Context: an optimization exercise on an open-source flow, tuned for small area. The choices shown serve that exercise and are no tape-out recipe. At most, simulation tests tie the RTL to the original design; equivalence was not proved. Function not checked in run 2: the RTL went through the layout flow alone. Power figures rest on the tool's default switching activity, not on a simulated workload.

--- flow/flow/run.sh ---
#!/bin/bash
# Own layout flow: the standard flow (standard.sh), with
#  * area-only ABC mapping in synthesis (flow/abc_area_only.tcl),
#  * the smallest buffer on each port,
#  * clock tree synthesis without dummy loads.
# Each step's full output is in orfs/logs/; make's output is in flow_make.log.
set -euo pipefail
W=$(pwd)
F=$W/flow
export AREA_ABC_SCRIPT=$F/area.script
cat $F/abc_area_only.tcl $W/synth_recipe.tcl > $W/area_synth.tcl
sed "s#$W/synth_recipe.tcl#$W/area_synth.tcl#g" $W/standard.sh > $W/area_standard.sh
grep -q area_synth.tcl $W/area_standard.sh
cat >> $W/config.mk <<'EOC'
export BUFFER_PORTS_ARGS = -buffer_cell sky130_fd_sc_hd__buf_1
export CTS_ARGS = -sink_clustering_enable -repair_clock_nets -dont_use_dummy_load -buf_list sky130_fd_sc_hd__clkbuf_2 -root_buf sky130_fd_sc_hd__clkbuf_8
EOC
bash $W/area_standard.sh > $W/flow_make.log 2>&1
--- flow/constraint.sdc ---
create_clock -name core_clock -period 20.0 [get_ports {AUD_BCLK}]
set_input_delay 4.0000 -clock core_clock [delete_from_list [all_inputs] [get_ports {AUD_BCLK}]]
set_output_delay 4.0000 -clock core_clock [all_outputs]
set_load 0.01 [all_outputs]
--- flow/flow/area.script ---
strash
dch
amap
topo
--- flow/standard.sh ---
#!/bin/bash
# synth_recipe.tcl (not shown) runs the flow's synth.tcl, then flattens the netlist and writes it again
# the make line also repeats each setting of config.mk as NAME=value (left out here)
make -C /OpenROAD-flow-scripts/flow DESIGN_CONFIG=/design/flow/config.mk WORK_HOME=/design/flow/orfs CLKGATE_MAP_FILE= SYNTH_SCRIPT=/design/flow/synth_recipe.tcl "${@:-finish}"
--- flow/flow/abc_area_only.tcl ---
# Area-only technology mapping: ABC gets flow/area.script (plain area
# mapping) in place of ORFS's script, which also buffers and upsizes gates
# for speed; the clock period here leaves a wide margin. Everything else in
# the standard synthesis is unchanged, so the registers keep their names and
# cell types.
proc abc {args} {
  set i [lsearch -exact $args -script]
  if { $i >= 0 } {
    set args [lreplace $args [expr {$i + 1}] [expr {$i + 1}] $::env(AREA_ABC_SCRIPT)]
  }
  set j [lsearch -exact $args -D]
  if { $j >= 0 } {
    set args [lreplace $args $j [expr {$j + 1}]]
  }
  yosys abc {*}$args
}
--- flow/design.v ---
module distortion(in_sample, mode, en, v, neg, sh_neg, sh_amt);
  input [15:0] in_sample;
  wire [15:0] in_sample;
  input [1:0] mode;
  wire [1:0] mode;
  input en;
  wire en;
  output [15:0] v;
  wire [15:0] v;
  output neg;
  wire neg;
  output sh_neg;
  wire sh_neg;
  output [1:0] sh_amt;
  wire [1:0] sh_amt;
  wire _000_;
  wire _001_;
  wire _002_;
  wire _003_;
  wire _004_;
  wire _005_;
  wire _006_;
  wire _007_;
  wire _008_;
  wire _009_;
  wire _010_;
  wire _011_;
  wire _012_;
  wire _013_;
  wire _014_;
  wire _015_;
  wire _016_;
  wire _017_;
  wire _018_;
  wire _019_;
  wire _020_;
  wire _021_;
  wire _022_;
  wire _023_;
  wire _024_;
  wire _025_;
  wire _026_;
  wire _027_;
  wire _028_;
  wire _029_;
  wire _030_;
  wire _031_;
  wire _032_;
  wire _033_;
  wire _034_;
  wire _035_;
  wire _036_;
  wire _037_;
  wire _038_;
  wire _039_;
  wire _040_;
  wire _041_;
  wire _042_;
  wire _043_;
  wire _044_;
  wire _045_;
  wire _046_;
  wire _047_;
  wire _048_;
  wire _049_;
  wire _050_;
  wire _051_;
  wire _052_;
  wire _053_;
  wire _054_;
  wire _055_;
  wire _056_;
  wire _057_;
  wire _058_;
  wire _059_;
  wire _060_;
  wire _061_;
  wire _062_;
  wire _063_;
  wire _064_;
  wire _065_;
  wire _066_;
  wire _067_;
  wire _068_;
  wire _069_;
  wire _070_;
  wire _071_;
  wire _072_;
  wire _073_;
  wire _074_;
  wire _075_;
  wire _076_;
  wire _077_;
  wire _078_;
  wire _079_;
  wire _080_;
  wire _081_;
  wire _082_;
  wire _083_;
  wire _084_;
  wire _085_;
  wire _086_;
  wire _087_;
  wire _088_;
  wire _089_;
  wire _090_;
  wire _091_;
  wire _092_;
  wire _093_;
  wire _094_;
  wire _095_;
  wire _096_;
  wire _097_;
  wire _098_;
  wire _099_;
  wire [3:0] _0_;
  wire _100_;
  wire _101_;
  wire _102_;
  wire _103_;
  wire _104_;
  wire _105_;
  wire _106_;
  wire _107_;
  wire _108_;
  wire _109_;
  wire [3:0] _10_;
  wire _110_;
  wire _111_;
  wire _112_;
  wire _113_;
  wire _114_;
  wire _115_;
  wire _116_;
  wire _117_;
  wire _118_;
  wire _119_;
  wire [3:0] _11_;
  wire _120_;
  wire _121_;
  wire _122_;
  wire _123_;
  wire _124_;
  wire _125_;
  wire _126_;
  wire _127_;
  wire _128_;
  wire _129_;
  wire [3:0] _12_;
  wire _130_;
  wire _131_;
  wire _132_;
  wire _133_;
  wire _134_;
  wire _135_;
  wire _136_;
  wire _137_;
  wire _138_;
  wire _139_;
  wire [3:0] _13_;
  wire _140_;
  wire _141_;
  wire _142_;
  wire _143_;
  wire _144_;
  wire _145_;
  wire _146_;
  wire _147_;
  wire _148_;
  wire _149_;
  wire [3:0] _14_;
  wire _150_;
  wire _151_;
  wire _152_;
  wire _153_;
  wire _154_;
  wire _155_;
  wire _156_;
  wire _157_;
  wire _158_;
  wire _159_;
  wire [3:0] _15_;
  wire _160_;
  wire _161_;
  wire _162_;
  wire _163_;
  wire _164_;
  wire _165_;
  wire _166_;
  wire _167_;
  wire _168_;
  wire _169_;
  wire [3:0] _16_;
  wire _170_;
  wire _171_;
  wire _172_;
  wire _173_;
  wire _174_;
  wire _175_;
  wire _176_;
  wire _177_;
  wire _178_;
  wire _179_;
  wire [3:0] _17_;
  wire _180_;
  wire _181_;
  wire _182_;
  wire _183_;
  wire _184_;
  wire _185_;
  wire _186_;
  wire _187_;
  wire _188_;
  wire _189_;
  wire [3:0] _18_;
  wire _190_;
  wire _191_;
  wire _192_;
  wire _193_;
  wire _194_;
  wire _195_;
  wire _196_;
  wire _197_;
  wire _198_;
  wire _199_;
  wire [3:0] _19_;
  wire [3:0] _1_;
  wire _200_;
  wire _201_;
  wire _202_;
  wire _203_;
  wire _204_;
  wire _205_;
  wire _206_;
  wire _207_;
  wire _208_;
  wire _209_;
  wire [3:0] _20_;
  wire _210_;
  wire _211_;
  wire _212_;
  wire _213_;
  wire _214_;
  wire _215_;
  wire _216_;
  wire _217_;
  wire _218_;
  wire _219_;
  wire [3:0] _21_;
  wire _220_;
  wire _221_;
  wire _222_;
  wire _223_;
  wire _224_;
  wire _225_;
  wire _226_;
  wire _227_;
  wire _228_;
  wire _229_;
  wire [3:0] _22_;
  wire _230_;
  wire _231_;
  wire _232_;
  wire _233_;
  wire _234_;
  wire _235_;
  wire _236_;
  wire _237_;
  wire _238_;
  wire _239_;
  wire [3:0] _23_;
  wire _240_;
  wire _241_;
  wire _242_;
  wire _243_;
  wire _244_;
  wire _245_;
  wire _246_;
  wire _247_;
  wire _248_;
  wire _249_;
  wire [3:0] _24_;
  wire _250_;
  wire _251_;
  wire _252_;
  wire _253_;
  wire _254_;
  wire _255_;
  wire _256_;
  wire _257_;
  wire _258_;
  wire _259_;
  wire [3:0] _25_;
  wire _260_;
  wire _261_;
  wire _262_;
  wire _263_;
  wire _264_;
  wire _265_;
  wire [3:0] _266_;
  wire [3:0] _267_;
  wire [3:0] _268_;
  wire [3:0] _269_;
  wire [3:0] _26_;
  wire [3:0] _270_;
  wire [3:0] _271_;
  wire [3:0] _272_;
  wire [3:0] _273_;
  wire [3:0] _274_;
  wire [3:0] _275_;
  wire [3:0] _276_;
  wire [3:0] _277_;
  wire [3:0] _278_;
  wire [3:0] _279_;
  wire [3:0] _27_;
  wire [3:0] _280_;
  wire [3:0] _281_;
  wire [3:0] _282_;
  wire [3:0] _283_;
  wire [3:0] _284_;
  wire [3:0] _285_;
  wire [3:0] _286_;
  wire [3:0] _287_;
  wire [3:0] _288_;
  wire [3:0] _289_;
  wire [3:0] _28_;
  wire [3:0] _290_;
  wire [3:0] _291_;
  wire [3:0] _292_;
  wire [3:0] _293_;
  wire [3:0] _294_;
  wire [3:0] _295_;
  wire [3:0] _296_;
  wire [3:0] _297_;
  wire [3:0] _298_;
  wire [3:0] _299_;
  wire [3:0] _29_;
  wire [3:0] _2_;
  wire [3:0] _300_;
  wire [3:0] _301_;
  wire [3:0] _302_;
  wire [3:0] _303_;
  wire [3:0] _304_;
  wire [3:0] _305_;
  wire [3:0] _306_;
  wire [3:0] _307_;
  wire [3:0] _308_;
  wire [3:0] _309_;
  wire [3:0] _30_;
  wire [3:0] _310_;
  wire [3:0] _311_;
  wire [3:0] _312_;
  wire [3:0] _313_;
  wire [3:0] _314_;
  wire [3:0] _315_;
  wire [3:0] _316_;
  wire [3:0] _317_;
  wire [3:0] _318_;
  wire [3:0] _319_;
  wire [3:0] _31_;
  wire [3:0] _320_;
  wire [3:0] _321_;
  wire [3:0] _322_;
  wire [3:0] _323_;
  wire [3:0] _324_;
  wire [3:0] _325_;
  wire [3:0] _326_;
  wire [3:0] _327_;
  wire [3:0] _328_;
  wire [3:0] _329_;
  wire [3:0] _32_;
  wire [3:0] _330_;
  wire [3:0] _331_;
  wire [3:0] _332_;
  wire [3:0] _333_;
  wire [3:0] _334_;
  wire [3:0] _335_;
  wire [3:0] _336_;
  wire [3:0] _337_;
  wire [3:0] _338_;
  wire [3:0] _339_;
  wire [3:0] _33_;
  wire [3:0] _340_;
  wire [3:0] _341_;
  wire [3:0] _342_;
  wire [3:0] _343_;
  wire [3:0] _344_;
  wire [3:0] _345_;
  wire [3:0] _346_;
  wire [3:0] _347_;
  wire [3:0] _348_;
  wire [3:0] _349_;
  wire [3:0] _34_;
  wire [3:0] _350_;
  wire [3:0] _351_;
  wire [3:0] _352_;
  wire [3:0] _353_;
  wire [3:0] _354_;
  wire [3:0] _355_;
  wire [3:0] _356_;
  wire [3:0] _357_;
  wire [3:0] _358_;
  wire [3:0] _359_;
  wire [3:0] _35_;
  wire [3:0] _360_;
  wire [3:0] _361_;
  wire [3:0] _362_;
  wire [3:0] _363_;
  wire [3:0] _364_;
  wire [3:0] _365_;
  wire [3:0] _366_;
  wire [3:0] _367_;
  wire [3:0] _368_;
  wire [3:0] _369_;
  wire [3:0] _36_;
  wire [3:0] _370_;
  wire [3:0] _371_;
  wire [3:0] _372_;
  wire [3:0] _373_;
  wire [3:0] _374_;
  wire [3:0] _375_;
  wire [3:0] _376_;
  wire [3:0] _377_;
  wire [3:0] _378_;
  wire [3:0] _379_;
  wire [3:0] _37_;
  wire [3:0] _380_;
  wire [3:0] _381_;
  wire [3:0] _382_;
  wire [3:0] _383_;
  wire [3:0] _384_;
  wire [3:0] _385_;
  wire [3:0] _386_;
  wire [3:0] _387_;
  wire [3:0] _388_;
  wire [3:0] _389_;
  wire [3:0] _38_;
  wire [3:0] _390_;
  wire [3:0] _391_;
  wire [3:0] _392_;
  wire [3:0] _393_;
  wire [3:0] _394_;
  wire [3:0] _395_;
  wire [3:0] _396_;
  wire [3:0] _397_;
  wire [3:0] _398_;
  wire [3:0] _399_;
  wire [3:0] _39_;
  wire [3:0] _3_;
  wire [3:0] _400_;
  wire [3:0] _401_;
  wire [3:0] _402_;
  wire [3:0] _403_;
  wire [3:0] _404_;
  wire [3:0] _405_;
  wire [3:0] _406_;
  wire [3:0] _407_;
  wire [3:0] _408_;
  wire [3:0] _409_;
  wire [3:0] _40_;
  wire [3:0] _410_;
  wire [3:0] _411_;
  wire [3:0] _412_;
  wire [3:0] _413_;
  wire [3:0] _414_;
  wire [3:0] _415_;
  wire [3:0] _416_;
  wire [3:0] _417_;
  wire [3:0] _418_;
  wire [3:0] _419_;
  wire [3:0] _41_;
  wire [3:0] _420_;
  wire [3:0] _421_;
  wire [3:0] _422_;
  wire [3:0] _423_;
  wire [3:0] _424_;
  wire [3:0] _425_;
  wire [3:0] _426_;
  wire [3:0] _427_;
  wire [3:0] _428_;
  wire [3:0] _429_;
  wire [3:0] _42_;
  wire [3:0] _430_;
  wire [3:0] _431_;
  wire [3:0] _432_;
  wire [3:0] _433_;
  wire [3:0] _434_;
  wire [3:0] _435_;
  wire [3:0] _436_;
  wire [3:0] _437_;
  wire [3:0] _438_;
  wire [3:0] _439_;
  wire [3:0] _43_;
  wire [3:0] _440_;
  wire [3:0] _441_;
  wire [3:0] _442_;
  wire [3:0] _443_;
  wire [3:0] _444_;
  wire [3:0] _445_;
  wire [3:0] _446_;
  wire [3:0] _447_;
  wire [3:0] _448_;
  wire [3:0] _449_;
  wire [3:0] _44_;
  wire [3:0] _450_;
  wire [3:0] _45_;
  wire [3:0] _46_;
  wire [3:0] _47_;
  wire [3:0] _48_;
  wire [3:0] _49_;
  wire [3:0] _4_;
  wire [3:0] _50_;
  wire [3:0] _51_;
  wire [3:0] _52_;
  wire [3:0] _53_;
  wire [3:0] _54_;
  wire [3:0] _55_;
  wire [3:0] _56_;
  wire [3:0] _57_;
  wire [3:0] _58_;
  wire [3:0] _59_;
  wire [3:0] _5_;
  wire [3:0] _60_;
  wire [3:0] _61_;
  wire [3:0] _62_;
  wire [3:0] _63_;
  wire [3:0] _64_;
  wire [3:0] _65_;
  wire [3:0] _66_;
  wire [3:0] _67_;
  wire [3:0] _68_;
  wire [3:0] _69_;
  wire [3:0] _6_;
  wire [3:0] _70_;
  wire [3:0] _71_;
  wire [3:0] _72_;
  wire [3:0] _73_;
  wire [3:0] _74_;
  wire [3:0] _75_;
  wire [3:0] _76_;
  wire [3:0] _77_;
  wire [3:0] _78_;
  wire [3:0] _79_;
  wire [3:0] _7_;
  wire [3:0] _80_;
  wire [3:0] _81_;
  wire [3:0] _82_;
  wire [3:0] _83_;
  wire [3:0] _84_;
  wire [3:0] _85_;
  wire [3:0] _86_;
  wire [3:0] _87_;
  wire [3:0] _88_;
  wire [3:0] _89_;
  wire [3:0] _8_;
  wire [3:0] _90_;
  wire [3:0] _91_;
  wire [3:0] _92_;
  wire [3:0] _93_;
  wire [3:0] _94_;
  wire [3:0] _95_;
  wire [3:0] _96_;
  wire [3:0] _97_;
  wire [3:0] _98_;
  wire [3:0] _99_;
  wire [3:0] _9_;
  assign { _450_[3:1], v[0] } = 4'h1 >> { _205_, _204_ };
  assign { _449_[3:1], _205_ } = 4'h1 >> { _203_, _126_ };
  assign { _448_[3:1], _204_ } = 4'h8 >> { _203_, _126_ };
  assign { _447_[3:1], _203_ } = 4'h1 >> { _202_, _125_ };
  assign { _446_[3:1], _202_ } = 4'h2 >> { _124_, _122_ };
  assign { _445_[3:1], v[1] } = 4'h1 >> { _201_, _137_ };
  assign { _444_[3:1], _201_ } = 4'h2 >> { _136_, _127_ };
  assign { _443_[3:1], v[2] } = 4'he >> { _200_, _140_ };
  assign { _442_[3:1], _200_ } = 4'h2 >> { _139_, _117_ };
  assign { _441_[3:1], v[3] } = 4'he >> { _199_, _143_ };
  assign { _440_[3:1], _199_ } = 4'h2 >> { _142_, _116_ };
  assign { _439_[3:1], v[4] } = 4'h1 >> { _198_, _146_ };
  assign { _438_[3:1], _198_ } = 4'h4 >> { _197_, _144_ };
  assign { _437_[3:1], _197_ } = 4'h1 >> { _145_, _088_ };
  assign { _436_[3:1], v[5] } = 4'he >> { _196_, _149_ };
  assign { _435_[3:1], _196_ } = 4'h2 >> { _148_, _146_ };
  assign { _434_[3:1], v[6] } = 4'h1 >> { _195_, _152_ };
  assign { _433_[3:1], _195_ } = 4'h4 >> { _194_, _150_ };
  assign { _432_[3:1], _194_ } = 4'h1 >> { _151_, _086_ };
  assign { _431_[3:1], v[7] } = 4'he >> { _193_, _192_ };
  assign { _430_[3:1], _193_ } = 4'h4 >> { _191_, _152_ };
  assign { _429_[3:1], _192_ } = 4'h2 >> { _191_, _152_ };
  assign { _428_[3:1], _191_ } = 4'h1 >> { _107_, _106_ };
  assign { _427_[3:1], v[8] } = 4'he >> { _190_, _189_ };
  assign { _426_[3:1], _190_ } = 4'h2 >> { _188_, _154_ };
  assign { _425_[3:1], _189_ } = 4'h4 >> { _188_, _154_ };
  assign { _424_[3:1], _188_ } = 4'h1 >> { _187_, _103_ };
  assign { _423_[3:1], _187_ } = 4'h1 >> { _102_, _052_ };
  assign { _422_[3:1], v[9] } = 4'he >> { _186_, _185_ };
  assign { _421_[3:1], _186_ } = 4'h8 >> { _184_, _155_ };
  assign { _420_[3:1], _185_ } = 4'h1 >> { _184_, _155_ };
  assign { _419_[3:1], _184_ } = 4'h1 >> { _101_, _100_ };
  assign { _418_[3:1], v[10] } = 4'he >> { _183_, _182_ };
  assign { _417_[3:1], _183_ } = 4'h1 >> { _181_, _157_ };
  assign { _416_[3:1], _182_ } = 4'h8 >> { _181_, _157_ };
  assign { _415_[3:1], _181_ } = 4'h1 >> { _180_, _096_ };
  assign { _414_[3:1], _180_ } = 4'h1 >> { _179_, _077_ };
  assign { _413_[3:1], _179_ } = 4'h4 >> { _082_, _257_ };
  assign { _412_[3:1], v[11] } = 4'h1 >> { _178_, _162_ };
  assign { _411_[3:1], _178_ } = 4'h2 >> { _161_, _158_ };
  assign { _410_[3:1], v[12] } = 4'he >> { _177_, _165_ };
  assign { _409_[3:1], _177_ } = 4'h2 >> { _164_, _162_ };
  assign { _408_[3:1], v[13] } = 4'h1 >> { _176_, _175_ };
  assign { _407_[3:1], _176_ } = 4'h8 >> { _174_, _083_ };
  assign { _406_[3:1], _175_ } = 4'h1 >> { _174_, _083_ };
  assign { _405_[3:1], _174_ } = 4'h1 >> { _166_, _089_ };
  assign { _404_[3:1], v[14] } = 4'h1 >> { _173_, _090_ };
  assign { _403_[3:1], _173_ } = 4'h8 >> { _172_, _167_ };
  assign { _402_[3:1], _172_ } = 4'h1 >> { _171_, _170_ };
  assign { _401_[3:1], _171_ } = 4'h2 >> { _169_, _168_ };
  assign { _400_[3:1], _170_ } = 4'h4 >> { _169_, _168_ };
  assign { _399_[3:1], _169_ } = 4'h4 >> { _085_, _078_ };
  assign { _398_[3:1], _168_ } = 4'h4 >> { _082_, _263_ };
  assign { _0_[3:1], _167_ } = 4'h1 >> { _166_, _090_ };
  assign { _1_[3:1], _166_ } = 4'h1 >> { _165_, _092_ };
  assign { _2_[3:1], _165_ } = 4'h4 >> { _164_, _162_ };
  assign { _3_[3:1], _164_ } = 4'h1 >> { _163_, _092_ };
  assign { _4_[3:1], _163_ } = 4'h8 >> { _091_, sh_neg };
  assign { _5_[3:1], _162_ } = 4'h1 >> { _161_, _095_ };
  assign { _6_[3:1], _161_ } = 4'h8 >> { _160_, _158_ };
  assign { _7_[3:1], _160_ } = 4'h1 >> { _159_, _095_ };
  assign { _8_[3:1], _159_ } = 4'h8 >> { _094_, _093_ };
  assign { _9_[3:1], _158_ } = 4'h4 >> { _157_, _096_ };
  assign { _10_[3:1], _157_ } = 4'h1 >> { _156_, _100_ };
  assign { _11_[3:1], _156_ } = 4'h1 >> { _155_, _101_ };
  assign { _12_[3:1], _155_ } = 4'h1 >> { _154_, _103_ };
  assign { _13_[3:1], _154_ } = 4'h1 >> { _153_, _106_ };
  assign { _14_[3:1], _153_ } = 4'h1 >> { _152_, _107_ };
  assign { _15_[3:1], _152_ } = 4'h8 >> { _151_, _150_ };
  assign { _16_[3:1], _151_ } = 4'h4 >> { _082_, _234_ };
  assign { _17_[3:1], _150_ } = 4'h1 >> { _149_, _110_ };
  assign { _18_[3:1], _149_ } = 4'h4 >> { _148_, _146_ };
  assign { _19_[3:1], _148_ } = 4'h1 >> { _147_, _110_ };
  assign { _20_[3:1], _147_ } = 4'h8 >> { _109_, _108_ };
  assign { _21_[3:1], _146_ } = 4'h8 >> { _145_, _144_ };
  assign { _22_[3:1], _145_ } = 4'h4 >> { _082_, _221_ };
  assign { _23_[3:1], _144_ } = 4'h1 >> { _143_, _115_ };
  assign { _24_[3:1], _143_ } = 4'h4 >> { _142_, _116_ };
  assign { _25_[3:1], _142_ } = 4'h1 >> { _141_, _115_ };
  assign { _26_[3:1], _141_ } = 4'h2 >> { _140_, _077_ };
  assign { _27_[3:1], _140_ } = 4'h4 >> { _139_, _117_ };
  assign { _28_[3:1], _139_ } = 4'h4 >> { _138_, _137_ };
  assign { _29_[3:1], _138_ } = 4'h1 >> { _134_, _130_ };
  assign { _30_[3:1], _137_ } = 4'h4 >> { _136_, _127_ };
  assign { _31_[3:1], _136_ } = 4'h1 >> { _135_, _134_ };
  assign { _32_[3:1], _135_ } = 4'h4 >> { _133_, _128_ };
  assign { _33_[3:1], _134_ } = 4'h2 >> { _133_, _128_ };
  assign { _34_[3:1], _133_ } = 4'h1 >> { _132_, _131_ };
  assign { _35_[3:1], _132_ } = 4'h2 >> { _118_, _086_ };
  assign { _36_[3:1], _131_ } = 4'h2 >> { _130_, mode[0] };
  assign { _37_[3:1], _130_ } = 4'h1 >> { _129_, _077_ };
  assign { _38_[3:1], _129_ } = 4'h8 >> { _111_, _081_ };
  assign { _39_[3:1], _128_ } = 4'h8 >> { _082_, _213_ };
  assign { _40_[3:1], _127_ } = 4'h1 >> { _126_, _125_ };
  assign { _41_[3:1], _126_ } = 4'h4 >> { sh_neg, in_sample[15] };
  assign { _42_[3:1], _125_ } = 4'h4 >> { _124_, _122_ };
  assign { _43_[3:1], _124_ } = 4'h8 >> { _123_, _082_ };
  assign { _44_[3:1], _123_ } = 4'h1 >> { _027_, _210_ };
  assign { _45_[3:1], _122_ } = 4'h1 >> { _121_, _077_ };
  assign { _46_[3:1], _121_ } = 4'h2 >> { _120_, _081_ };
  assign { _47_[3:1], _120_ } = 4'h1 >> { _119_, _118_ };
  assign { _48_[3:1], _119_ } = 4'h1 >> { mode[0], in_sample[15] };
  assign { _49_[3:1], _118_ } = 4'h8 >> { mode[0], in_sample[15] };
  assign { _50_[3:1], _117_ } = 4'h4 >> { _082_, _225_ };
  assign { _51_[3:1], _116_ } = 4'h4 >> { _082_, _209_ };
  assign { _52_[3:1], _115_ } = 4'h1 >> { _114_, _077_ };
  assign { _53_[3:1], _114_ } = 4'h8 >> { _113_, _081_ };
  assign { _54_[3:1], _113_ } = 4'h4 >> { _112_, _111_ };
  assign { _55_[3:1], _112_ } = 4'h1 >> { _084_, _206_ };
  assign { _56_[3:1], _111_ } = 4'h2 >> { mode[1], in_sample[15] };
  assign { _57_[3:1], _110_ } = 4'h1 >> { _109_, _108_ };
  assign { _58_[3:1], _109_ } = 4'h4 >> { _082_, _218_ };
  assign { _59_[3:1], _108_ } = 4'h2 >> { _097_, _052_ };
  assign { _60_[3:1], _107_ } = 4'h8 >> { _104_, _097_ };
  assign { _61_[3:1], _106_ } = 4'h4 >> { _105_, _097_ };
  assign { _62_[3:1], _105_ } = 4'h1 >> { _104_, _081_ };
  assign { _63_[3:1], _104_ } = 4'h4 >> { _082_, _231_ };
  assign { _64_[3:1], _103_ } = 4'h8 >> { _102_, _052_ };
  assign { _65_[3:1], _102_ } = 4'h4 >> { _082_, _245_ };
  assign { _66_[3:1], _101_ } = 4'h2 >> { _099_, _098_ };
  assign { _67_[3:1], _100_ } = 4'h4 >> { _099_, _098_ };
  assign { _68_[3:1], _099_ } = 4'h4 >> { _082_, _250_ };
  assign { _69_[3:1], _098_ } = 4'h1 >> { _097_, _088_ };
  assign { _70_[3:1], _097_ } = 4'h4 >> { _078_, mode[0] };
  assign { _71_[3:1], _096_ } = 4'h4 >> { _077_, _257_ };
  assign { _72_[3:1], _095_ } = 4'h1 >> { _094_, _093_ };
  assign { _73_[3:1], _094_ } = 4'h8 >> { _084_, _052_ };
  assign { _74_[3:1], _093_ } = 4'h4 >> { _082_, _002_ };
  assign { _75_[3:1], _092_ } = 4'h1 >> { _091_, sh_neg };
  assign { _76_[3:1], _091_ } = 4'h4 >> { _082_, _005_ };
  assign { _77_[3:1], _090_ } = 4'h2 >> { _089_, _083_ };
  assign { _78_[3:1], _089_ } = 4'h1 >> { _088_, _087_ };
  assign { _79_[3:1], _088_ } = 4'h8 >> { _084_, _081_ };
  assign { _80_[3:1], _087_ } = 4'h2 >> { _086_, _085_ };
  assign { _81_[3:1], _086_ } = 4'h8 >> { _081_, mode[1] };
  assign { _82_[3:1], _085_ } = 4'h2 >> { _084_, _052_ };
  assign { _83_[3:1], _084_ } = 4'h8 >> mode;
  assign { _84_[3:1], _083_ } = 4'h4 >> { _082_, _260_ };
  assign { _85_[3:1], _082_ } = 4'h2 >> { _081_, _011_ };
  assign { _86_[3:1], _081_ } = 4'h8 >> { _076_, _012_ };
  assign { _87_[3:1], neg } = 4'h8 >> { _011_, in_sample[15] };
  assign { _88_[3:1], sh_neg } = 4'h4 >> { _077_, mode[1] };
  assign { _89_[3:1], sh_amt[1] } = 4'h8 >> { _079_, mode[1] };
  assign { _90_[3:1], sh_amt[0] } = 4'h2 >> { _080_, mode[0] };
  assign { _91_[3:1], _080_ } = 4'h1 >> { _079_, _078_ };
  assign { _92_[3:1], _079_ } = 4'h8 >> { _051_, _012_ };
  assign { _93_[3:1], _078_ } = 4'h8 >> { _077_, mode[1] };
  assign { _94_[3:1], _077_ } = 4'h2 >> { _076_, _052_ };
  assign { _95_[3:1], _076_ } = 4'h1 >> { _075_, _062_ };
  assign { _96_[3:1], _075_ } = 4'h4 >> { _074_, _068_ };
  assign { _97_[3:1], _074_ } = 4'h2 >> { _073_, _264_ };
  assign { _98_[3:1], _073_ } = 4'h4 >> { _072_, _071_ };
  assign { _99_[3:1], _072_ } = 4'h2 >> { _006_, mode[0] };
  assign { _266_[3:1], _071_ } = 4'h4 >> { _070_, _236_ };
  assign { _267_[3:1], _070_ } = 4'h8 >> { _069_, _034_ };
  assign { _268_[3:1], _069_ } = 4'h8 >> { _005_, _257_ };
  assign { _269_[3:1], _068_ } = 4'h4 >> { _067_, _066_ };
  assign { _270_[3:1], _067_ } = 4'h1 >> { _005_, _002_ };
  assign { _271_[3:1], _066_ } = 4'h2 >> { _065_, _257_ };
  assign { _272_[3:1], _065_ } = 4'h4 >> { _064_, _063_ };
  assign { _273_[3:1], _064_ } = 4'h1 >> { _056_, _250_ };
  assign { _274_[3:1], _063_ } = 4'h8 >> { _055_, _015_ };
  assign { _275_[3:1], _062_ } = 4'h1 >> { _061_, mode[1] };
  assign { _276_[3:1], _061_ } = 4'h1 >> { _060_, _263_ };
  assign { _277_[3:1], _060_ } = 4'h2 >> { _059_, _047_ };
  assign { _278_[3:1], _059_ } = 4'h4 >> { _058_, _057_ };
  assign { _279_[3:1], _058_ } = 4'h4 >> { _020_, _002_ };
  assign { _280_[3:1], _057_ } = 4'h4 >> { _056_, _054_ };
  assign { _281_[3:1], _056_ } = 4'h8 >> { _055_, _234_ };
  assign { _282_[3:1], _055_ } = 4'h8 >> { _245_, _231_ };
  assign { _283_[3:1], _054_ } = 4'h1 >> { _053_, _218_ };
  assign { _284_[3:1], _053_ } = 4'h8 >> { _026_, _239_ };
  assign { _285_[3:1], _052_ } = 4'h2 >> { _051_, _012_ };
  assign { _286_[3:1], _051_ } = 4'h2 >> { _050_, _263_ };
  assign { _287_[3:1], _050_ } = 4'h1 >> { _049_, _025_ };
  assign { _288_[3:1], _049_ } = 4'h4 >> { _048_, _045_ };
  assign { _289_[3:1], _048_ } = 4'h4 >> { _047_, _046_ };
  assign { _290_[3:1], _047_ } = 4'h8 >> { _005_, _260_ };
  assign { _291_[3:1], _046_ } = 4'h2 >> { _002_, mode[0] };
  assign { _292_[3:1], _045_ } = 4'h1 >> { _044_, _257_ };
  assign { _293_[3:1], _044_ } = 4'h1 >> { _043_, _037_ };
  assign { _294_[3:1], _043_ } = 4'h4 >> { _042_, _041_ };
  assign { _295_[3:1], _042_ } = 4'h1 >> { _034_, _002_ };
  assign { _296_[3:1], _041_ } = 4'h8 >> { _040_, _038_ };
  assign { _297_[3:1], _040_ } = 4'h2 >> { _039_, _017_ };
  assign { _298_[3:1], _039_ } = 4'h1 >> { _221_, _218_ };
  assign { _299_[3:1], _038_ } = 4'h4 >> { _250_, _240_ };
  assign { _300_[3:1], _037_ } = 4'h2 >> { _036_, mode[0] };
  assign { _301_[3:1], _036_ } = 4'h4 >> { _035_, _033_ };
  assign { _302_[3:1], _035_ } = 4'h8 >> { _034_, _231_ };
  assign { _303_[3:1], _034_ } = 4'h8 >> { _250_, _245_ };
  assign { _304_[3:1], _033_ } = 4'h4 >> { _032_, _031_ };
  assign { _305_[3:1], _032_ } = 4'h1 >> { _234_, _218_ };
  assign { _306_[3:1], _031_ } = 4'h2 >> { _030_, _026_ };
  assign { _307_[3:1], _030_ } = 4'h1 >> { _029_, _225_ };
  assign { _308_[3:1], _029_ } = 4'h1 >> { _028_, _237_ };
  assign { _309_[3:1], _028_ } = 4'h2 >> { _027_, in_sample[1] };
  assign { _310_[3:1], _027_ } = 4'h8 >> { in_sample[0], in_sample[15] };
  assign { _311_[3:1], _026_ } = 4'h8 >> { _221_, _209_ };
  assign { _312_[3:1], _025_ } = 4'h1 >> { _024_, mode[1] };
  assign { _313_[3:1], _024_ } = 4'h1 >> { _023_, _260_ };
  assign { _314_[3:1], _023_ } = 4'h2 >> { _022_, _006_ };
  assign { _315_[3:1], _022_ } = 4'h4 >> { _021_, _019_ };
  assign { _316_[3:1], _021_ } = 4'h4 >> { _020_, _245_ };
  assign { _317_[3:1], _020_ } = 4'h1 >> { _257_, _250_ };
  assign { _318_[3:1], _019_ } = 4'h8 >> { _018_, _015_ };
  assign { _319_[3:1], _018_ } = 4'h4 >> { _017_, _016_ };
  assign { _320_[3:1], _017_ } = 4'h8 >> { _234_, _231_ };
  assign { _321_[3:1], _016_ } = 4'h1 >> { _239_, _221_ };
  assign { _322_[3:1], _015_ } = 4'h2 >> { _014_, _218_ };
  assign { _323_[3:1], _014_ } = 4'h8 >> { _013_, _226_ };
  assign { _324_[3:1], _013_ } = 4'h2 >> { _221_, _214_ };
  assign { _325_[3:1], _012_ } = 4'h4 >> { _011_, _206_ };
  assign { _326_[3:1], _011_ } = 4'h2 >> { _010_, en };
  assign { _327_[3:1], _010_ } = 4'h4 >> { _009_, _254_ };
  assign { _328_[3:1], _009_ } = 4'h8 >> { _008_, _265_ };
  assign { _329_[3:1], _008_ } = 4'h2 >> { _007_, _006_ };
  assign { _330_[3:1], _007_ } = 4'h1 >> { _250_, mode[1] };
  assign { _331_[3:1], _006_ } = 4'h8 >> { _005_, _002_ };
  assign { _332_[3:1], _005_ } = 4'h1 >> { _004_, _003_ };
  assign { _333_[3:1], _004_ } = 4'h4 >> { in_sample[15], in_sample[12] };
  assign { _334_[3:1], _003_ } = 4'h2 >> { in_sample[15], in_sample[12] };
  assign { _335_[3:1], _002_ } = 4'h1 >> { _001_, _000_ };
  assign { _336_[3:1], _001_ } = 4'h4 >> { in_sample[11], in_sample[15] };
  assign { _337_[3:1], _000_ } = 4'h2 >> { in_sample[11], in_sample[15] };
  assign { _338_[3:1], _265_ } = 4'h8 >> { _264_, _257_ };
  assign { _339_[3:1], _264_ } = 4'h8 >> { _263_, _260_ };
  assign { _340_[3:1], _263_ } = 4'h1 >> { _262_, _261_ };
  assign { _341_[3:1], _262_ } = 4'h4 >> { in_sample[14], in_sample[15] };
  assign { _342_[3:1], _261_ } = 4'h2 >> { in_sample[14], in_sample[15] };
  assign { _343_[3:1], _260_ } = 4'h1 >> { _259_, _258_ };
  assign { _344_[3:1], _259_ } = 4'h4 >> { in_sample[13], in_sample[15] };
  assign { _345_[3:1], _258_ } = 4'h2 >> { in_sample[13], in_sample[15] };
  assign { _346_[3:1], _257_ } = 4'h1 >> { _256_, _255_ };
  assign { _347_[3:1], _256_ } = 4'h4 >> { in_sample[10], in_sample[15] };
  assign { _348_[3:1], _255_ } = 4'h2 >> { in_sample[10], in_sample[15] };
  assign { _349_[3:1], _254_ } = 4'h4 >> { _253_, _247_ };
  assign { _350_[3:1], _253_ } = 4'h1 >> { _252_, _251_ };
  assign { _351_[3:1], _252_ } = 4'h8 >> { mode[0], in_sample[8] };
  assign { _352_[3:1], _251_ } = 4'h8 >> { _250_, mode[1] };
  assign { _353_[3:1], _250_ } = 4'h1 >> { _249_, _248_ };
  assign { _354_[3:1], _249_ } = 4'h4 >> { in_sample[9], in_sample[15] };
  assign { _355_[3:1], _248_ } = 4'h2 >> { in_sample[9], in_sample[15] };
  assign { _356_[3:1], _247_ } = 4'h1 >> { _246_, _242_ };
  assign { _357_[3:1], _246_ } = 4'h1 >> { _245_, mode[0] };
  assign { _358_[3:1], _245_ } = 4'h1 >> { _244_, _243_ };
  assign { _359_[3:1], _244_ } = 4'h4 >> { in_sample[8], in_sample[15] };
  assign { _360_[3:1], _243_ } = 4'h2 >> { in_sample[8], in_sample[15] };
  assign { _361_[3:1], _242_ } = 4'h8 >> { _241_, _236_ };
  assign { _362_[3:1], _241_ } = 4'h4 >> { _240_, in_sample[4] };
  assign { _363_[3:1], _240_ } = 4'h8 >> { _239_, _216_ };
  assign { _364_[3:1], _239_ } = 4'h8 >> { _238_, _237_ };
  assign { _365_[3:1], _238_ } = 4'h1 >> { in_sample[0], in_sample[3] };
  assign { _366_[3:1], _237_ } = 4'h1 >> { in_sample[1], in_sample[2] };
  assign { _367_[3:1], _236_ } = 4'h4 >> { _235_, _228_ };
  assign { _368_[3:1], _235_ } = 4'h1 >> { _234_, _231_ };
  assign { _369_[3:1], _234_ } = 4'h1 >> { _233_, _232_ };
  assign { _370_[3:1], _233_ } = 4'h4 >> { in_sample[6], in_sample[15] };
  assign { _371_[3:1], _232_ } = 4'h2 >> { in_sample[6], in_sample[15] };
  assign { _372_[3:1], _231_ } = 4'h1 >> { _230_, _229_ };
  assign { _373_[3:1], _230_ } = 4'h4 >> { in_sample[7], in_sample[15] };
  assign { _374_[3:1], _229_ } = 4'h2 >> { in_sample[7], in_sample[15] };
  assign { _375_[3:1], _228_ } = 4'h4 >> { _227_, _215_ };
  assign { _376_[3:1], _227_ } = 4'h2 >> { _226_, _222_ };
  assign { _377_[3:1], _226_ } = 4'h1 >> { _225_, _209_ };
  assign { _378_[3:1], _225_ } = 4'h1 >> { _224_, _223_ };
  assign { _379_[3:1], _224_ } = 4'h4 >> { in_sample[2], in_sample[15] };
  assign { _380_[3:1], _223_ } = 4'h2 >> { in_sample[2], in_sample[15] };
  assign { _381_[3:1], _222_ } = 4'h8 >> { _221_, _218_ };
  assign { _382_[3:1], _221_ } = 4'h1 >> { _220_, _219_ };
  assign { _383_[3:1], _220_ } = 4'h4 >> { in_sample[4], in_sample[15] };
  assign { _384_[3:1], _219_ } = 4'h2 >> { in_sample[4], in_sample[15] };
  assign { _385_[3:1], _218_ } = 4'h1 >> { _217_, _216_ };
  assign { _386_[3:1], _217_ } = 4'h4 >> { in_sample[5], in_sample[15] };
  assign { _387_[3:1], _216_ } = 4'h2 >> { in_sample[5], in_sample[15] };
  assign { _388_[3:1], _215_ } = 4'h4 >> { _214_, _209_ };
  assign { _389_[3:1], _214_ } = 4'h4 >> { _213_, _210_ };
  assign { _390_[3:1], _213_ } = 4'h1 >> { _212_, _211_ };
  assign { _391_[3:1], _212_ } = 4'h8 >> { in_sample[1], in_sample[15] };
  assign { _392_[3:1], _211_ } = 4'h1 >> { in_sample[1], in_sample[15] };
  assign { _393_[3:1], _210_ } = 4'h1 >> { in_sample[0], in_sample[15] };
  assign { _394_[3:1], _209_ } = 4'h1 >> { _208_, _207_ };
  assign { _395_[3:1], _208_ } = 4'h4 >> { in_sample[3], in_sample[15] };
  assign { _396_[3:1], _207_ } = 4'h2 >> { in_sample[3], in_sample[15] };
  assign { _397_[3:1], _206_ } = 4'h1 >> mode;
  assign _0_[0] = _167_;
  assign _1_[0] = _166_;
  assign _2_[0] = _165_;
  assign _3_[0] = _164_;
  assign _4_[0] = _163_;
  assign _5_[0] = _162_;
  assign _6_[0] = _161_;
  assign _7_[0] = _160_;
  assign _8_[0] = _159_;
  assign _9_[0] = _158_;
  assign _10_[0] = _157_;
  assign _11_[0] = _156_;
  assign _12_[0] = _155_;
  assign _13_[0] = _154_;
  assign _14_[0] = _153_;
  assign _15_[0] = _152_;
  assign _16_[0] = _151_;
  assign _17_[0] = _150_;
  assign _18_[0] = _149_;
  assign _19_[0] = _148_;
  assign _20_[0] = _147_;
  assign _21_[0] = _146_;
  assign _22_[0] = _145_;
  assign _23_[0] = _144_;
  assign _24_[0] = _143_;
  assign _25_[0] = _142_;
  assign _26_[0] = _141_;
  assign _27_[0] = _140_;
  assign _28_[0] = _139_;
  assign _29_[0] = _138_;
  assign _30_[0] = _137_;
  assign _31_[0] = _136_;
  assign _32_[0] = _135_;
  assign _33_[0] = _134_;
  assign _34_[0] = _133_;
  assign _35_[0] = _132_;
  assign _36_[0] = _131_;
  assign _37_[0] = _130_;
  assign _38_[0] = _129_;
  assign _39_[0] = _128_;
  assign _40_[0] = _127_;
  assign _41_[0] = _126_;
  assign _42_[0] = _125_;
  assign _43_[0] = _124_;
  assign _44_[0] = _123_;
  assign _45_[0] = _122_;
  assign _46_[0] = _121_;
  assign _47_[0] = _120_;
  assign _48_[0] = _119_;
  assign _49_[0] = _118_;
  assign _50_[0] = _117_;
  assign _51_[0] = _116_;
  assign _52_[0] = _115_;
  assign _53_[0] = _114_;
  assign _54_[0] = _113_;
  assign _55_[0] = _112_;
  assign _56_[0] = _111_;
  assign _57_[0] = _110_;
  assign _58_[0] = _109_;
  assign _59_[0] = _108_;
  assign _60_[0] = _107_;
  assign _61_[0] = _106_;
  assign _62_[0] = _105_;
  assign _63_[0] = _104_;
  assign _64_[0] = _103_;
  assign _65_[0] = _102_;
  assign _66_[0] = _101_;
  assign _67_[0] = _100_;
  assign _68_[0] = _099_;
  assign _69_[0] = _098_;
  assign _70_[0] = _097_;
  assign _71_[0] = _096_;
  assign _72_[0] = _095_;
  assign _73_[0] = _094_;
  assign _74_[0] = _093_;
  assign _75_[0] = _092_;
  assign _76_[0] = _091_;
  assign _77_[0] = _090_;
  assign _78_[0] = _089_;
  assign _79_[0] = _088_;
  assign _80_[0] = _087_;
  assign _81_[0] = _086_;
  assign _82_[0] = _085_;
  assign _83_[0] = _084_;
  assign _84_[0] = _083_;
  assign _85_[0] = _082_;
  assign _86_[0] = _081_;
  assign _87_[0] = neg;
  assign _88_[0] = sh_neg;
  assign _89_[0] = sh_amt[1];
  assign _90_[0] = sh_amt[0];
  assign _91_[0] = _080_;
  assign _92_[0] = _079_;
  assign _93_[0] = _078_;
  assign _94_[0] = _077_;
  assign _95_[0] = _076_;
  assign _96_[0] = _075_;
  assign _97_[0] = _074_;
  assign _98_[0] = _073_;
  assign _99_[0] = _072_;
  assign _266_[0] = _071_;
  assign _267_[0] = _070_;
  assign _268_[0] = _069_;
  assign _269_[0] = _068_;
  assign _270_[0] = _067_;
  assign _271_[0] = _066_;
  assign _272_[0] = _065_;
  assign _273_[0] = _064_;
  assign _274_[0] = _063_;
  assign _275_[0] = _062_;
  assign _276_[0] = _061_;
  assign _277_[0] = _060_;
  assign _278_[0] = _059_;
  assign _279_[0] = _058_;
  assign _280_[0] = _057_;
  assign _281_[0] = _056_;
  assign _282_[0] = _055_;
  assign _283_[0] = _054_;
  assign _284_[0] = _053_;
  assign _285_[0] = _052_;
  assign _286_[0] = _051_;
  assign _287_[0] = _050_;
  assign _288_[0] = _049_;
  assign _289_[0] = _048_;
  assign _290_[0] = _047_;
  assign _291_[0] = _046_;
  assign _292_[0] = _045_;
  assign _293_[0] = _044_;
  assign _294_[0] = _043_;
  assign _295_[0] = _042_;
  assign _296_[0] = _041_;
  assign _297_[0] = _040_;
  assign _298_[0] = _039_;
  assign _299_[0] = _038_;
  assign _300_[0] = _037_;
  assign _301_[0] = _036_;
  assign _302_[0] = _035_;
  assign _303_[0] = _034_;
  assign _304_[0] = _033_;
  assign _305_[0] = _032_;
  assign _306_[0] = _031_;
  assign _307_[0] = _030_;
  assign _308_[0] = _029_;
  assign _309_[0] = _028_;
  assign _310_[0] = _027_;
  assign _311_[0] = _026_;
  assign _312_[0] = _025_;
  assign _313_[0] = _024_;
  assign _314_[0] = _023_;
  assign _315_[0] = _022_;
  assign _316_[0] = _021_;
  assign _317_[0] = _020_;
  assign _318_[0] = _019_;
  assign _319_[0] = _018_;
  assign _320_[0] = _017_;
  assign _321_[0] = _016_;
  assign _322_[0] = _015_;
  assign _323_[0] = _014_;
  assign _324_[0] = _013_;
  assign _325_[0] = _012_;
  assign _326_[0] = _011_;
  assign _327_[0] = _010_;
  assign _328_[0] = _009_;
  assign _329_[0] = _008_;
  assign _330_[0] = _007_;
  assign _331_[0] = _006_;
  assign _332_[0] = _005_;
  assign _333_[0] = _004_;
  assign _334_[0] = _003_;
  assign _335_[0] = _002_;
  assign _336_[0] = _001_;
  assign _337_[0] = _000_;
  assign _338_[0] = _265_;
  assign _339_[0] = _264_;
  assign _340_[0] = _263_;
  assign _341_[0] = _262_;
  assign _342_[0] = _261_;
  assign _343_[0] = _260_;
  assign _344_[0] = _259_;
  assign _345_[0] = _258_;
  assign _346_[0] = _257_;
  assign _347_[0] = _256_;
  assign _348_[0] = _255_;
  assign _349_[0] = _254_;
  assign _350_[0] = _253_;
  assign _351_[0] = _252_;
  assign _352_[0] = _251_;
  assign _353_[0] = _250_;
  assign _354_[0] = _249_;
  assign _355_[0] = _248_;
  assign _356_[0] = _247_;
  assign _357_[0] = _246_;
  assign _358_[0] = _245_;
  assign _359_[0] = _244_;
  assign _360_[0] = _243_;
  assign _361_[0] = _242_;
  assign _362_[0] = _241_;
  assign _363_[0] = _240_;
  assign _364_[0] = _239_;
  assign _365_[0] = _238_;
  assign _366_[0] = _237_;
  assign _367_[0] = _236_;
  assign _368_[0] = _235_;
  assign _369_[0] = _234_;
  assign _370_[0] = _233_;
  assign _371_[0] = _232_;
  assign _372_[0] = _231_;
  assign _373_[0] = _230_;
  assign _374_[0] = _229_;
  assign _375_[0] = _228_;
  assign _376_[0] = _227_;
  assign _377_[0] = _226_;
  assign _378_[0] = _225_;
  assign _379_[0] = _224_;
  assign _380_[0] = _223_;
  assign _381_[0] = _222_;
  assign _382_[0] = _221_;
  assign _383_[0] = _220_;
  assign _384_[0] = _219_;
  assign _385_[0] = _218_;
  assign _386_[0] = _217_;
  assign _387_[0] = _216_;
  assign _388_[0] = _215_;
  assign _389_[0] = _214_;
  assign _390_[0] = _213_;
  assign _391_[0] = _212_;
  assign _392_[0] = _211_;
  assign _393_[0] = _210_;
  assign _394_[0] = _209_;
  assign _395_[0] = _208_;
  assign _396_[0] = _207_;
  assign _397_[0] = _206_;
  assign _398_[0] = _168_;
  assign _399_[0] = _169_;
  assign _400_[0] = _170_;
  assign _401_[0] = _171_;
  assign _402_[0] = _172_;
  assign _403_[0] = _173_;
  assign _404_[0] = v[14];
  assign _405_[0] = _174_;
  assign _406_[0] = _175_;
  assign _407_[0] = _176_;
  assign _408_[0] = v[13];
  assign _409_[0] = _177_;
  assign _410_[0] = v[12];
  assign _411_[0] = _178_;
  assign _412_[0] = v[11];
  assign _413_[0] = _179_;
  assign _414_[0] = _180_;
  assign _415_[0] = _181_;
  assign _416_[0] = _182_;
  assign _417_[0] = _183_;
  assign _418_[0] = v[10];
  assign _419_[0] = _184_;
  assign _420_[0] = _185_;
  assign _421_[0] = _186_;
  assign _422_[0] = v[9];
  assign _423_[0] = _187_;
  assign _424_[0] = _188_;
  assign _425_[0] = _189_;
  assign _426_[0] = _190_;
  assign _427_[0] = v[8];
  assign _428_[0] = _191_;
  assign _429_[0] = _192_;
  assign _430_[0] = _193_;
  assign _431_[0] = v[7];
  assign _432_[0] = _194_;
  assign _433_[0] = _195_;
  assign _434_[0] = v[6];
  assign _435_[0] = _196_;
  assign _436_[0] = v[5];
  assign _437_[0] = _197_;
  assign _438_[0] = _198_;
  assign _439_[0] = v[4];
  assign _440_[0] = _199_;
  assign _441_[0] = v[3];
  assign _442_[0] = _200_;
  assign _443_[0] = v[2];
  assign _444_[0] = _201_;
  assign _445_[0] = v[1];
  assign _446_[0] = _202_;
  assign _447_[0] = _203_;
  assign _448_[0] = _204_;
  assign _449_[0] = _205_;
  assign _450_[0] = v[0];
  assign v[15] = sh_neg;
endmodule
module pedal_audio(
    input  wire        AUD_BCLK,
    input  wire        reset,
    input  wire [1:0]  SW,
    input  wire        AUD_ADCLRCK,
    input  wire        AUD_ADCDAT,
    output wire        AUD_DACLRCK,
    output wire        AUD_DACDAT
);
    reg [1:0] mode_bclk_ff1, mode_bclk_ff2;
    always @(posedge AUD_BCLK) begin
        mode_bclk_ff1 <= SW;
        mode_bclk_ff2 <= mode_bclk_ff1;
    end
    reg        lrclk_prev;
    reg [4:0]  bit_count;
    reg [16:0] cur;
    reg [15:0] oth;
    reg        oth_ok;
    reg        sh_neg;
    reg        neg;
    reg [1:0]  sh_amt;
    reg        dacdat;
    wire boundary = AUD_ADCLRCK ^ lrclk_prev;
    wire load     = boundary | reset;
    wire [15:0] d_v;
    wire        d_neg, d_sh_neg;
    wire [1:0]  d_sh_amt;
    distortion u_dist (
        .in_sample(oth),
        .mode(mode_bclk_ff2),
        .en(oth_ok & ~reset),
        .v(d_v),
        .neg(d_neg),
        .sh_neg(d_sh_neg),
        .sh_amt(d_sh_amt)
    );
    reg tap, late;
    always @(*) begin
        case (sh_amt)
            2'd0: tap = cur[15];
            2'd1: tap = cur[14];
            2'd2: tap = cur[13];
            default: tap = cur[12];
        endcase
        if (sh_neg)
            tap = cur[16];
        case (sh_amt)
            2'd0: late = 1'b0;
            2'd1: late = (bit_count[3:0] == 4'd15);
            2'd2: late = (bit_count[3:1] == 3'd7);
            default: late = (bit_count[3:2] == 2'd3) & (bit_count[1] | bit_count[0]);
        endcase
        if (sh_neg)
            late = 1'b0;
    end
    always @(posedge AUD_BCLK) begin
        lrclk_prev <= AUD_ADCLRCK & ~reset;
        if (load)
            bit_count <= 5'd0;
        else if (!bit_count[4])
            bit_count <= {bit_count[4] | (&bit_count[3:0]),
                          bit_count[3] ^ (&bit_count[2:0]),
                          bit_count[2] ^ (&bit_count[1:0]),
                          bit_count[1] ^ bit_count[0],
                          ~bit_count[0]};
        if (load)
            cur <= {1'b0, d_v};
        else if (!bit_count[4])
            cur <= {cur[15:0], AUD_ADCDAT};
        if (boundary)
            oth <= cur[15:0];
        if (reset)
            oth_ok <= 1'b0;
        else if (boundary)
            oth_ok <= bit_count[4];
        if (load) begin
            neg    <= d_neg;
            sh_neg <= d_sh_neg;
            sh_amt <= d_sh_amt;
        end
        if (load)
            dacdat <= 1'b0;
        else
            dacdat <= (tap ^ neg) & ~late & ~bit_count[4];
    end
    assign AUD_DACDAT  = dacdat;
    assign AUD_DACLRCK = AUD_ADCLRCK;
endmodule
--- flow/config.mk ---
export PLATFORM = sky130hd
export DESIGN_NAME = pedal_audio
export DESIGN_NICKNAME = pedal_audio
export VERILOG_FILES = /design/flow/design.v
export SDC_FILE = /design/flow/constraint.sdc
export NUM_CORES = 4
export LEC_CHECK = 0
export ABC_AREA = 1
export CAP_MARGIN = 20
export CORE_MARGIN = 2
export CORE_UTILIZATION = 40
export SLEW_MARGIN = 20
export BUFFER_PORTS_ARGS = -buffer_cell sky130_fd_sc_hd__buf_1
export CTS_ARGS = -sink_clustering_enable -repair_clock_nets -dont_use_dummy_load -buf_list sky130_fd_sc_hd__clkbuf_2 -root_buf sky130_fd_sc_hd__clkbuf_8
==> results of run 1 <==
## per-stage QoR
| step | cell area (sq um) | std cells | power (mW) | utilization |
|---|---|---|---|---|
| floorplan | 2750 | 293 | 0.152 | - |
| global placement | 2880 | 380 | 0.163 | 0.429 |
| detailed placement | 2880 | 380 | 0.163 | 0.429 |
| CTS | 2950 | 385 | 0.214 | 0.439 |
| global route | 2960 | 385 | 0.225 | 0.441 |
| finish | 2960 | 385 | 0.213 | 0.441 |
## worst max-delay path: cells and delay by family
family,cells,cell delay [ns]
AND/OR/NAND/NOR,16,2.95
buffers and inverters,1,0.12
adder cells (fa/ha/maj),7,1.80
AO/OA/AOI/OAI,5,0.68
## logic make-up after synthesis
| group | Yosys count | share of synthesized area |
|---|---|---|
| fa+ha+maj | 19 | 0.0945 |
| compound gates | 79 | 0.192 |
| flops | 49 | 0.487 |
| buf+inv | 30 | 0.0423 |
| simple gates | 116 | 0.184 |
## path summary, 6_finish.rpt
path / startpoint / end / slack [ns] / depth (start not counted)
worst min-delay path: mode_bclk_ff1[1]$_DFF_P_ / mode_bclk_ff2[1]$_DFF_P_ / 0.33 / 0
worst min register to register: mode_bclk_ff1[1]$_DFF_P_ / mode_bclk_ff2[1]$_DFF_P_ / 0.33 / 0
worst max register to register: oth[15]$_DFFE_PP_ / cur[13]$_DFFE_PP_ / 11.55 / 35
worst max-delay path: reset / cur[13]$_DFFE_PP_ / 10.59 / 29
## cell type report
cell class / instances / area [sq um]
Timing Repair Buffer: 8 / 33.8
Sequential cell: 49 / 1340
Inverter: 29 / 109
Clock buffer: 5 / 68.8
Tap cell: 80 / 100
Fill cell: 643 / 3760
Multi-Input combinational cell: 214 / 1310
## cell usage in the layout, fill, tap and decap left out, types with 4 or more instances in the layout
master and n:
sky130_fd_sc_hd__a21oi_1 19, sky130_fd_sc_hd__a22o_1 4, sky130_fd_sc_hd__a31oi_1 5, sky130_fd_sc_hd__buf_1 7
sky130_fd_sc_hd__clkbuf_8 5, sky130_fd_sc_hd__clkinv_1 29, sky130_fd_sc_hd__dfxtp_1 13, sky130_fd_sc_hd__edfxtp_1 36
sky130_fd_sc_hd__ha_1 16, sky130_fd_sc_hd__nand2_1 30, sky130_fd_sc_hd__nor2_1 53, sky130_fd_sc_hd__nor2b_1 5
sky130_fd_sc_hd__nor3_1 8, sky130_fd_sc_hd__o21ai_0 17, sky130_fd_sc_hd__o31ai_1 4, sky130_fd_sc_hd__or2_0 11
## flip-flops by register name, indices dropped and copies added (netlist names)
signal and flops:
dacdat 1, bit_count 5, lrclk_prev 1, oth_ok 1, neg 1, mode_bclk_ff1 2, sh_amt 2, oth 16
cur 17, mode_bclk_ff2 2, sh_neg 1
## routing by layer
| layer | wire (microns) | global-route usage | vias up |
|---|---|---|---|
| met5 | 0 | 0 | - |
| met4 | 78 | 0.0440 | 0 |
| met3 | 182 | 0.0284 | 6 |
| met2 | 2470 | 0.244 | 36 |
| met1 | 3050 | 0.254 | 976 |
| li1 | - | - | 1100 |
## report_power, final
part	internal, mW	switching (mW)	total, mW
Combinational	0.0125	0.0249	0.0374
Clock	0.0226	0.0287	0.0513
Sequential	0.118	0.00592	0.124
==> results.txt, run 1 <==
The async set-reset flop share out of synthesis is 0. The worst setup path is captured at a flip-flop. The pre-antenna-repair detailed-routing pass consisted of 4 iterations. The number of global-route vias before repair came out at 1,925. The clock drives 49 sinks.

The initial core utilization is 0.410, and the detailed placement HPWL is 4.32 mm. The most common cell in the synthesized netlist is sky130_fd_sc_hd__nor2_1. When the netlist entered floorplanning its net count stood at 318. After clock tree synthesis, the flow added hold-fix buffers numbering 0. Setup repair after global routing left no endpoint under its margin.

The commonest cells after synthesis are sky130_fd_sc_hd__nor2_1 (53), sky130_fd_sc_hd__edfxtp_1 (36), sky130_fd_sc_hd__nand2_1 (30), sky130_fd_sc_hd__clkinv_1 (29), sky130_fd_sc_hd__a21oi_1 (20). In this run the standard cell core region covers 6720 sq um. The first global-routing pass estimated 9.73 mm of wire. The leakage power figure was 1.09 nW; the data required time at the worst endpoint was 20.15 ns. The worst setup path is launched from a primary input.

A synthesized cell averages 9.40 sq um. The clock tree synthesis step divided the H-tree into 2 levels. The maximum fanout encountered on the critical timing path is 19, and the final antenna-violating net count is 0.

Prior to clock tree synthesis, the placed netlist has a worst setup slack of 10.39 ns. On the worst path, the slowest cell contributes a delay of 0.75 ns. The area of the die is 7560 sq um.

The buffer levels on the longest clock path was 2; the TritonCTS buffer count was 5. For this run, design rule violations remaining after detail routing come to 0. Power density over cell area: 71.9 nW/um^2.

The number of gates resized after CTS was 0. In this run, synthesis produced a sequential element count of 49. The all-layer global routing usage was 0.167; the diode insertion count for antenna repair was 0.

The run gives 0.487 as the share of synthesized area occupied by flip-flops and latches. The run gives 0 as the final count of pins violating max slew. Measured along the x axis, the die boundary spans 87.0 microns.

The die is 87.0 microns tall. Ratio of cells with drive above 1 in the final layout: 0.0230. The number of vias per cell is 5.50, and the sum of routed wire length over all layers is 5.79 mm.

Entering global routing, the biggest net connects 24 pins. The type of the setup path with the least slack was primary input to flip-flop. Number of enable flip-flop cells after synthesis: 36. Clock-pin slew was measured on the worst setup and hold paths at 0.09 ns. The logs give 1 for the number of warning messages in the yosys log and 2,118 for the total vias in the final route. Setup slack of the critical path after layout: 10.59 ns. Data arrives at the worst endpoint at 9.56 ns. After synthesis, the cell types taking the most area are sky130_fd_sc_hd__edfxtp_1 (39%), sky130_fd_sc_hd__dfxtp_1 (9.5%), sky130_fd_sc_hd__ha_1 (7.3%), sky130_fd_sc_hd__nor2_1 (7.2%), sky130_fd_sc_hd__nand2_1 (4.1%). The run gives 0 as the number of failing setup endpoints in the final timing report.

In the synthesized netlist, the number of instances is 293. The per-cell routed wire length works out to 15.0 microns. For this run, the post-layout net count is 332. The flow ran to the end and the layout has no timing, DRC or antenna violations.

Post-CTS timing repair inserted 0 buffers for setup. The post-route fraction of the period consumed by the critical path works out to 0.470. For the number of hold violations in the final report, the log shows 0. Subtracting the final worst setup slack from the clock period gives 9.41 ns.

The most frequently used flop master after synthesis is sky130_fd_sc_hd__edfxtp_1. The min-delay analysis places its worst path in the category flip-flop to flip-flop. Based on the critical path, the design can be clocked at up to 106 MHz. The slew of the pin with the lowest slew margin came out at 0.931 ns. The logs give 0.0411 mV for the worst IR drop on VDD and 0 for the number of antenna violations at the first check in global routing. The count of buffers from port buffering came out at 7.

For this design, the slowest cell found on the critical path is sky130_fd_sc_hd__or2_0. For the worst-skew pair, the clock arrives at the later sink with an insertion delay of 0.29 ns. The violation count after the first detailed-routing iteration was 135; the clock skew after layout was 0.0171 ns. TritonCTS built the clock tree.

Headroom to the max-slew limit: 0.379. The initialized floorplan defines 30 standard-cell rows. The area growth from synthesis to layout is 7.50%.

The I/O pin count was 8. The run gives 0 as the total congestion overflow after global routing. Across the run, the number of max-cap violations was 0. sky130_fd_sc_hd__edfxtp_1 takes more of the synthesized area than any other cell. The run gives 0.915 as the weighted congestion at the end of routability-driven global placement. The fraction of post-synthesis cell area in the top cell type by area came out at 0.393. The cell repeated most along the worst path is sky130_fd_sc_hd__nor2_1. Combined area of all synthesized cells: 2750 sq um.

The number of different library cells used by synthesis comes to 40. For the worst-case hold slack, the log shows 0.333 ns. The run gives 0 ns as the post-route setup TNS. Root buffer cell: sky130_fd_sc_hd__clkbuf_8.
==> inputs of run 2 (changes only) <==
--- a/flow/design.v
+++ b/flow/design.v
@@ -1192,6 +1192,11 @@
         if (sh_neg)
             late = 1'b0;
     end
+    wire        c_shift = ~load & ~bit_count[4];
+    wire        c_hold  = ~load & bit_count[4];
+    wire [16:0] cur_next = ({17{load}} & {1'b0, d_v})
+                         | ({17{c_shift}} & {cur[15:0], AUD_ADCDAT})
+                         | ({17{c_hold}} & cur);
     always @(posedge AUD_BCLK) begin
         lrclk_prev <= AUD_ADCLRCK & ~reset;
         if (load)
@@ -1202,10 +1207,7 @@
                           bit_count[2] ^ (&bit_count[1:0]),
                           bit_count[1] ^ bit_count[0],
                           ~bit_count[0]};
-        if (load)
-            cur <= {1'b0, d_v};
-        else if (!bit_count[4])
-            cur <= {cur[15:0], AUD_ADCDAT};
+        cur <= cur_next;
         if (boundary)
             oth <= cur[15:0];
         if (reset)
==> run 2 against run 1 <==
  * Critical path type unchanged
  * Global-route usage increased by 1.2 points
  * Clock-buffer cell count stayed put
  * Routed wire length increased by 3.2%
  * Setup slack worse by 0.69 ns
  * Clock power increased by 2%
  * Core utilization up 0.96 points
  * Combinational power down 11%
  * Cell area shrank 2.3%
  * Area after synthesis down 2.9%
  * Still clean on timing, DRC and antenna
  * Die area down 2.8%
  * Largest cell class is now multi-input gates
  * Cell count up 2.6%
  * First-iteration DRC count increased by 51%
==> results.txt, run 2 <==
The flow ran to the end and the layout has no timing, DRC or antenna violations. The fraction of the mapped netlist area in compound gates was 0.220 (was 0.192); the number of vias per cell was 5.67 (was 5.50). The instance count along the most critical hold path was 0 (unchanged). The layout overhead on the synthesized area is 8.14% (was 7.50%), and the post-route setup TNS is 0 ns (unchanged). The type of element capturing the critical path was a flip-flop (unchanged). Synthesized netlist net count: 328 (was 318).

The pre-CTS setup slack is 9.58 ns (was 10.39 ns). The count of buffers from port buffering is 7 (unchanged), and the buffer levels on the longest clock path is 2 (unchanged). The run gives 0.450 (was 0.441) as the post-layout utilization of the core. The register ranked first by flip-flop count is cur (unchanged). The tools report the number of hold buffers added after cts as 0 (unchanged).

The ratio of cells with drive above 1 in the final layout came out at 0.0314 (was 0.0230). The run gives 0.30 ns (was 0.29 ns) as the insertion delay of the later-clocked pin in the worst-skew pair. The number of warning messages in the yosys log was 1 (unchanged); the number of gates resized after cts was 0 (unchanged). The run gives 10.31 ns (was 9.56 ns) as the arrival time of data at the critical path endpoint. The xor-xnor portion of the synthesized cell area was 0.00328 (was 0); the count of cell types in the netlist was 37 (was 40). The number of global-route vias before repair was 2,164 (was 1,925). Path class of the lowest-slack min-delay path: flip-flop to flip-flop (unchanged). The leading area contributor after synthesis was sky130_fd_sc_hd__edfxtp_1 (unchanged).

The tools report the largest net degree at the start of global routing as 20 (was 24). The number of antenna violations at the first check in global routing is 0 (unchanged), and the per-cell routed wire length is 15.1 microns (was 15.0 microns). The post-route fraction of the period consumed by the critical path works out to 0.505 (was 0.470). The logs give 0 (unchanged) for the total congestion overflow after global routing and 0 (unchanged) for the number of hold violations in the final report. The die boundary width was 85.8 microns (was 87.0 microns); the count of nets after finishing was 345 (was 332).

Top area cells in the synthesized netlist: sky130_fd_sc_hd__edfxtp_1 (22%), sky130_fd_sc_hd__dfxtp_1 (22%), sky130_fd_sc_hd__nor2_1 (8.4%), sky130_fd_sc_hd__ha_1 (7.5%), sky130_fd_sc_hd__clkinv_1 (5.8%) (was sky130_fd_sc_hd__edfxtp_1 (39%), sky130_fd_sc_hd__dfxtp_1 (9.5%), sky130_fd_sc_hd__ha_1 (7.3%), sky130_fd_sc_hd__nor2_1 (7.2%), sky130_fd_sc_hd__nand2_1 (4.1%)). The detailed placement HPWL is 4.52 mm (was 4.32 mm). The number of max-cap violations was 0 (unchanged); the number of enable flip-flop cells after synthesis was 20 (was 36).

The number of cell rows is 29 (was 30), and the data required time at the worst endpoint is 20.20 ns (was 20.15 ns). The post-placement cell count came out at 390 (was 380). Area of the core: 6420 sq um (was 6720 sq um). The final total power came out at 203 uW (was 213 uW). Setup repair after global routing left no endpoint under its margin. For the number of levels in the clock H-tree, the log shows 2 (unchanged).

The maximum clock frequency is 99.0 MHz (was 106 MHz), and the total vias in the final route is 2,240 (was 2,118). The logs give 204 (was 135) for the violation count after the first detailed-routing iteration and 0.927 (was 0.915) for the weighted congestion at the end of routability-driven global placement. The area share of fa/ha/maj cells after synthesis was 0.0973 (was 0.0945); the non-filler instance count after layout was 395 (was 385). Kind of launch point of the worst setup path: a primary input (unchanged).

The height of the die works out to 85.8 microns (was 87.0 microns). The I/O pin count is 8 (unchanged). The tools report the final count of pins violating max slew as 0 (unchanged).

The number of buffers inserted by post-CTS setup repair was 0 (unchanged); the diode insertion count for antenna repair was 0 (unchanged). The logs give 0 (unchanged) for the number of DRC violations after detailed routing and 0.387 (was 0.379) for the headroom to the max-slew limit. The combinational family with the most area after synthesis was compound AO/OA/AOI/OAI gates (unchanged).

The multiplexer share of the synthesized area was 0 (unchanged); the fraction of post-synthesis cell area in the top cell type by area was 0.225 (was 0.393). Type of the setup path with the least slack: primary input to flip-flop (unchanged). Critical path launch point: reset (unchanged).

The run gives 1.04 nW (was 1.09 nW) as the leakage power figure. The critical register-to-register path startpoint is oth[15]$_DFFE_PP_ (unchanged). Clock skew after layout: 0.0181 ns (was 0.0171 ns). The total length of routed met2 wires was 2.50 mm (was 2.47 mm). The tools report the startpoint of the most critical hold path as mode_bclk_ff1[0]$_DFF_P_ (was mode_bclk_ff1[1]$_DFF_P_).

Dominant delay contributor by cell family on the critical path: simple AND/OR/NAND/NOR gates (unchanged). The tools report the worst reg-to-reg setup slack as 11.08 ns (was 11.55 ns). TritonCTS built the clock tree.

Most frequently used flop master after synthesis: sky130_fd_sc_hd__dfxtp_1 (was sky130_fd_sc_hd__edfxtp_1).
[run 2: cell count changes after synthesis, moves of 7 or more]
cell	before	now
sky130_fd_sc_hd__nor2_1	53	60
sky130_fd_sc_hd__edfxtp_1	36	20
sky130_fd_sc_hd__nor3_1	8	16
sky130_fd_sc_hd__nand2_1	30	12
sky130_fd_sc_hd__clkinv_1	29	41
sky130_fd_sc_hd__dfxtp_1	13	29
sky130_fd_sc_hd__a221o_1	0	9
[run 2: metrics by stage]
step | hold WS, ns | instance area, sq um
6_report | 0.331 | 2890
5_1_grt | 0.346 | 2890
4_1_cts | 0.333 | 2890
3_5_place_dp | 0.316 | 2820
3_3_place_gp | 0.311 | 2820
2_1_floorplan | 0.310 | 2670
[run 2: worst max path at each step]
stage	endpoint	slack, ns	cells after the start
2_1_floorplan	cur[13]$_DFF_P_	10.42	30
3_3_place_gp	cur[13]$_DFF_P_	9.79	31
3_5_place_dp	cur[13]$_DFF_P_	9.58	31
4_1_cts	cur[13]$_DFF_P_	9.90	31
5_1_grt	cur[13]$_DFF_P_	9.28	31
6_report	cur[13]$_DFF_P_	9.90	31
[run 2: cells by family (layout without fill, tap and decap cells)]
group,after synthesis,count (layout)
xor+xnor,1,1
buf+inv,42,57
flops,49,49
compound gates,83,83
simple gates,109,109
fa+ha+maj,19,19
[run 2: power breakdown]
part	switching (mW)	total, mW	internal (mW)
Clock	0.0295	0.0521	0.0226
Combinational	0.0219	0.0332	0.0113
Sequential	0.00589	0.117	0.111
[run 2: layer usage]
layer,track usage,up-vias
met2,0.264,38
li1,-,1137
met1,0.267,1056
met5,0,-
met4,0.0620,0
met3,0.0260,9
[run 2: layout make-up]
class | count | area [sq um] | share of cell area
tap | 77 | 96.3 | 0.0333
sequential | 49 | 1180 | 0.408
inverter | 41 | 154 | 0.0532
multi-input combinational | 212 | 1340 | 0.462
clock buffer | 5 | 68.8 | 0.0238
timing repair buffer | 11 | 56.3 | 0.0195

==> what the ideal ports hide <==
How much do the figures lean on ideal ports? The routed layouts below were timed once more, with nothing changed but the port constraints.
Step 1 assumes that a clkbuf_16 drives the clock port and a buf_2 every other input.
Step 2, shift: input delay + t, output delay - t, t = (earliest + latest rising clock arrival at the registers) / 2. This alone moves slack from input paths to output paths.
a / b / c = ideal ports / drivers / drivers and shift; a / b = the first two.
run	t (ns)	setup slack, ns
run 1	0.314	10.591 / 10.590 / 10.277
run 2	0.323	9.896 / 9.904 / 9.581
After both steps setup and hold are still met in every run listed.
